This is an optimization exercise on Yosys and OpenROAD, whose aim is small area and a short achievable clock period, not a production implementation. The RTL was checked by simulation tests, not by an equivalence proof against the original design. No activity file was given, so power comes from the tool's default toggle rates.

`flow/run.sh`:
```
#!/bin/bash
# synth_recipe.tcl (not shown) runs the flow's synth.tcl, then flattens the netlist and writes it again
# the make line also repeats each setting of config.mk as NAME=value (left out here)
make -C /OpenROAD-flow-scripts/flow DESIGN_CONFIG=/design/flow/config.mk WORK_HOME=/design/flow/orfs CLKGATE_MAP_FILE= SYNTH_SCRIPT=/design/flow/synth_recipe.tcl finish
```
`flow/config.mk`:
```
export PLATFORM = sky130hd
export DESIGN_NAME = maxpool_new
export DESIGN_NICKNAME = maxpool_new
export VERILOG_FILES = /design/flow/design.v
export SDC_FILE = /design/flow/constraint.sdc
export NUM_CORES = 4
export LEC_CHECK = 0
export CAP_MARGIN = 20
export CORE_MARGIN = 2
export CORE_UTILIZATION = 40
export SLEW_MARGIN = 20
```
`flow/constraint.sdc`:
```
create_clock -name core_clock -period 25.0 [get_ports {clk}]
set_input_delay 5.0000 -clock core_clock [delete_from_list [all_inputs] [get_ports {clk}]]
set_output_delay 5.0000 -clock core_clock [all_outputs]
set_load 0.01 [all_outputs]
```
`flow/design.v`:
```
`timescale 1ns / 1ps
module maxpool_new(
	input [4:0] stride,
	input  maxpool_enable, 
	output reg [18:0] address1 , write_address,
	output reg maxpool_done, patch_end,
	input clk ,
	input reset,
	input [9:0]  w1 ,h1,
	input [4:0] w2,h2,
	output reg [9:0] width, height
    );
reg [9:0] H1_index_outer , V1_index_outer ;
reg [5:0]	v1_index_inner , h1_index_inner ;
reg patch_begin ;
always @ (posedge clk) begin	 
		if (reset) begin
			H1_index_outer = 0;
			V1_index_outer = 0;
			v1_index_inner = 0;
			h1_index_inner = 0;
			address1 = 0;
			write_address = 0;
			patch_begin = 1;
			patch_end = 0;
			maxpool_done = 0;
			width = 0;
			height = 0;
		end
		else if (maxpool_enable) begin
				if (patch_begin) begin
						v1_index_inner = 0;
						h1_index_inner = 0;
						patch_end = 0;
						patch_begin = 0;
				end	
				if (!maxpool_done) begin
					address1 = address1 + 2'b01;
					h1_index_inner = h1_index_inner + 2'b01 ;
					if (h1_index_inner == w2) begin			 
						v1_index_inner = v1_index_inner + 1;
						h1_index_inner = 6'b0;								
						address1 = (v1_index_inner + V1_index_outer )* w1 + H1_index_outer;
					end	
					if (v1_index_inner == h2) begin			 
						H1_index_outer = H1_index_outer + stride;
						address1 = V1_index_outer * w1 + H1_index_outer ;
						patch_end = 1;
						patch_begin =1;
						v1_index_inner = 6'b0;
					end
					if ((H1_index_outer + w2) > w1	) begin		 
						width = H1_index_outer/w2;
						patch_begin = 1;
						V1_index_outer = V1_index_outer + stride;
						H1_index_outer = 10'b0000000000;
						address1 = V1_index_outer * w1;
					end
					if (address1 == h1*w1 ) 		maxpool_done = 1;		 
					if (maxpool_done)   height = V1_index_outer/h2 ;
					if (patch_begin)	write_address	= write_address + 1;
				end
		end
    end
endmodule 
```
==> summary.txt <==
-- what timing repair did --
item,in CTS,in global routing
endpoints found under the setup margin,1,3
pin swaps,0,8
cloned,0,0
buffers inserted,0,5
resized for setup,3,38
hold endpoints to repair,0,0
-- cell type report --
class / count / area share [%]
well taps: 782 / 3.638
diodes: 1 / 0.009304
clock inverters: 7 / 0.3117
inverters: 397 / 5.564
repair buffers: 187 / 6.090
clock buffers: 9 / 0.8374
multi-input cells: 2429 / 76.63
flip-flops and latches: 93 / 6.922
-- critical path: cells and delay by family --
kind	cells	cell delay, ns
compound gates	45	7.35
xor+xnor	3	0.43
fa+ha+maj	12	3.42
simple gates	20	4.92
buf+inv	7	1.22
mux	6	1.68
-- cells in the final DEF (no fill, tap or decap), types with 27 or more instances in the layout --
master	synthesis	layout
xnor2_1	120	117
o21ai_0	101	91
nor3_1	78	76
ha_1	329	328
fa_1	276	276
o21a_1	57	57
nand2b_1	46	46
clkdlybuf4s50_1	0	94
a21oi_1	141	136
nor2_1	217	216
nor2b_1	44	43
and2_1	213	212
nand2_1	345	345
mux2_2	27	27
buf_4	0	90
dfxtp_1	93	93
nand3_1	38	38
xor2_1	62	62
inv_1	392	392
mux2i_1	42	39
-- flip-flops by register name (all words and copies together) (netlist names) --
| name | cells |
|---|---|
| h1_index_inner | 6 |
| H1_index_outer | 10 |
| maxpool_done | 1 |
| patch_end | 1 |
| write_address | 19 |
| address1 | 19 |
| height | 10 |
| v1_index_inner | 6 |
| patch_begin | 1 |
| V1_index_outer | 10 |
| width | 10 |
-- per-layer routing --
layer	up-vias	share of wire (%)	global-route usage, %
met5	-	0	0
met4	0	2.0	5.252
met3	57	5.4	2.598
met2	561	44	35.15
met1	10080	49	33.46
li1	10140	-	-
-- how the worst min path moves through the flow --
| stage | start | endpoint | slack, ns | cells after the start |
|---|---|---|---|---|
| after CTS | width[6] | width[6] | 0.48 | 2 |
| final | width[6] | width[6] | 0.47 | 2 |
| after global routing | h1_index_inner[4] | h1_index_inner[4] | 0.52 | 2 |
| after floorplan | h1_index_inner[4] | h1_index_inner[4] | 0.46 | 2 |
| after global placement | width[6] | width[6] | 0.46 | 2 |
| after detailed placement | width[6] | width[6] | 0.46 | 2 |
-- power by group through the flow --
stage                     clock network (mW)  registers (mW)  logic (mW)
after floorplan                            0           0.157       0.695
after global placement                     0           0.158       0.888
after detailed placement                   0           0.158       0.890
after CTS                              0.156           0.154       0.903
after global routing                   0.160           0.155        1.04
final                                  0.151           0.154       0.915
-- per-stage QoR --
step / util (%) / instance area, sq um / hold slack [ns]
after global placement: 43.92 / 26410 / 0.4561
after global routing: 44.72 / 26890 / 0.5186
final: 44.73 / 26900 / 0.4726
after floorplan: - / 24280 / 0.4585
after CTS: 44.46 / 26740 / 0.4794
after detailed placement: 43.93 / 26420 / 0.4640
-- cells by family (layout without fill, tap and decap cells) --
group / after synthesis / in the layout
buf+inv: 515 / 600
compound gates: 477 / 477
flops: 93 / 93
other cells: 0 / 1
mux: 73 / 73
fa+ha+maj: 605 / 605
xor+xnor: 184 / 184
simple gates: 1090 / 1090
==> impl_results.md <==
- Outcome: timing/DRC/antenna clean
- Die ar.: about 63000 sq um
- Slew @ Worst Pin: between 1 and 1.5 ns
- Largest family of logic cells by synthesized area: adder cells
- Period utilisation layout: 95.07%
- DIE WIDTH: ~250 um
- Synth Area in XOR/XNOR: just under 7%
- Sequential-to-total area share from yosys stat: roughly 7.7%
- Die Y: 250.4 um
- Core Area: 60130 sq um
- Row Count: 90
- Vias: roughly 21000
- RSZ-0062 raised after global routing: true
- Dpl hpwl: 55120 um
- Synth Flop Type: dfxtp_1
- Wirelength per Cell: between 15 and 20 um
- First-pass GRT wire length: approximately 110000 um
- Worst-path clk slew: 0.09 ns
- Synth warn: 1
- Filler cells: between 6000 and 7000
- Yosys reg bits: 93
- Final count of pins violating max slew: 0
- Worst R2R Start: patch_begin
- Multiplexer area fraction after synthesis: under 10%
- TNS Setup: 0 ns
- First-pass iteration count of the detailed router: 5
- Count leader, synth: inv_1
- Pint: ~0.63 mW
- Area of the multi-input gates: 20610 sq um
- Cell Count, Final, Fillers Out: around 3900
- Post-synthesis average cell area: 7.993 sq um
- CTS tree: built
- Synth top cells by count: inv_1, nand2_1, ha_1, fa_1, nor2_1
- LEAKAGE: between 10 and 15 nW
- Synth cell types: between 80 and 90
- DP Worst Slack: -0.4908 ns
- Post-detailed-routing wire length: 70120 um
- Data required time at the worst endpoint: roughly 25 ns
- Crit path time final: roughly 24 ns
- Largest net degree at the start of global routing: 64
- FF-to-FF End: height[0]
- CTS Buf Count: 9
- Area delta synth->final: 10.79%
- Clock buffer depth: 2
- R2R Setup Slk: ~5.1 ns
- Number of port buffers: 97
- # DRC: 0
- Clock Tree Root: clkbuf_16
- Total GRT Usage: 22.63%
- Vias in the first global route: 20000
- Dominant cells by area after synthesis: fa_1, ha_1, dfxtp_1, inv_1, and2_1
- # placed instances: 3883
- Sw Pwr: around 0.6 mW
- Hold Path Class: register to register
- H-tree Lvls: 3
- Post-synthesis adder-cell area fraction: 39.72%
- Post-route ant nets: 0
- Post-Synth Simple-Gate Area: between 20% and 30%
- Post-Syn Area: about 24000 sq um
- Clock sink total: 93
- Post-synth EDFFs: 0
- Clock Skews: around 0.019 ns
- Vias per cell: 5.335
- Logic gate share of total power: 75.0%
- Synth top area share: around 23%
- Post-CTS Hold Buffers: 0
- DR iter-0 viols: 1647
- P per Cell Area: approximately 45 nW/um^2
- Max Cap Violations: 0
- Sequential share of power: 12.6%
- Max Clock Freq: around 42 MHz
- Worst slew margin: 27.19%
- Number of hold violations in the final report: 0
- Setup violations, final: 0
- Net Sw Frac: just under 50%
- Placer Congestion: approximately 0.90
- Post-synthesis cell count: ~3000
- Worst-skew pair later-pin latency: 0.40 ns
- Setup crit end kind: register
- Worst Path Class, Setup: primary input to register
- Critical path's largest stage delay: between 0.5 and 0.6 ns
- Overall Power: 1.221 mW
- Share of synthesized flip-flops with an asynchronous set or reset: 0%
- Worst setup path start: w2[2]
- Worst-path fanout max: 14
- Compound-gate portion of the synthesized area: between 10% and 20%
- Share of cells above drive strength 1: 6.118%
- Synth area leader: fa_1
- Initial core utilization: around two fifths
- Setup crit end: height[0]
- Syn nets: about 3700
- Grt ovf: 0
- Initial antenna violation count: 1
- Startpoint Class: primary input
- Clock share of power: around an eighth
- FF+latch area: around 1900 sq um
- Crit-path most repeated cell: o21a_1
- Arrival time at the worst endpoint: around 24 ns
- Slowest-stage cell, CP: or4_4
- Reg2Reg Depth: 96
- # IOs: slightly below 100
- Setup ws final: 1.233 ns
- Layout Nets: 3760
- VDD IR max: about 0.043 mV

what the ideal ports hide:
No port has a modelled driver above. Below, the same layout with a new extraction and two added sets of constraints. Step 1, drivers: a clkbuf_16 drives clk and a buf_2 each remaining input, both assumed. Step 2 also shifts input and output timing later by t, the mid clock arrival at the registers, as if the neighbouring blocks saw the same clock. a / b / c = ideal / step 1 / step 2; a / b = the first two.
shift t [ns]: 0.445
setup slack, ns: 1.233 / 1.253 / 0.808
clock arrival spread, ns: 0.019 / 0.020
cell pins on the clock port's net: 1
After both steps this run still meets setup and hold. The setup slack of this run moves by +0.020 ns with the drivers and by -0.425 ns with both steps.
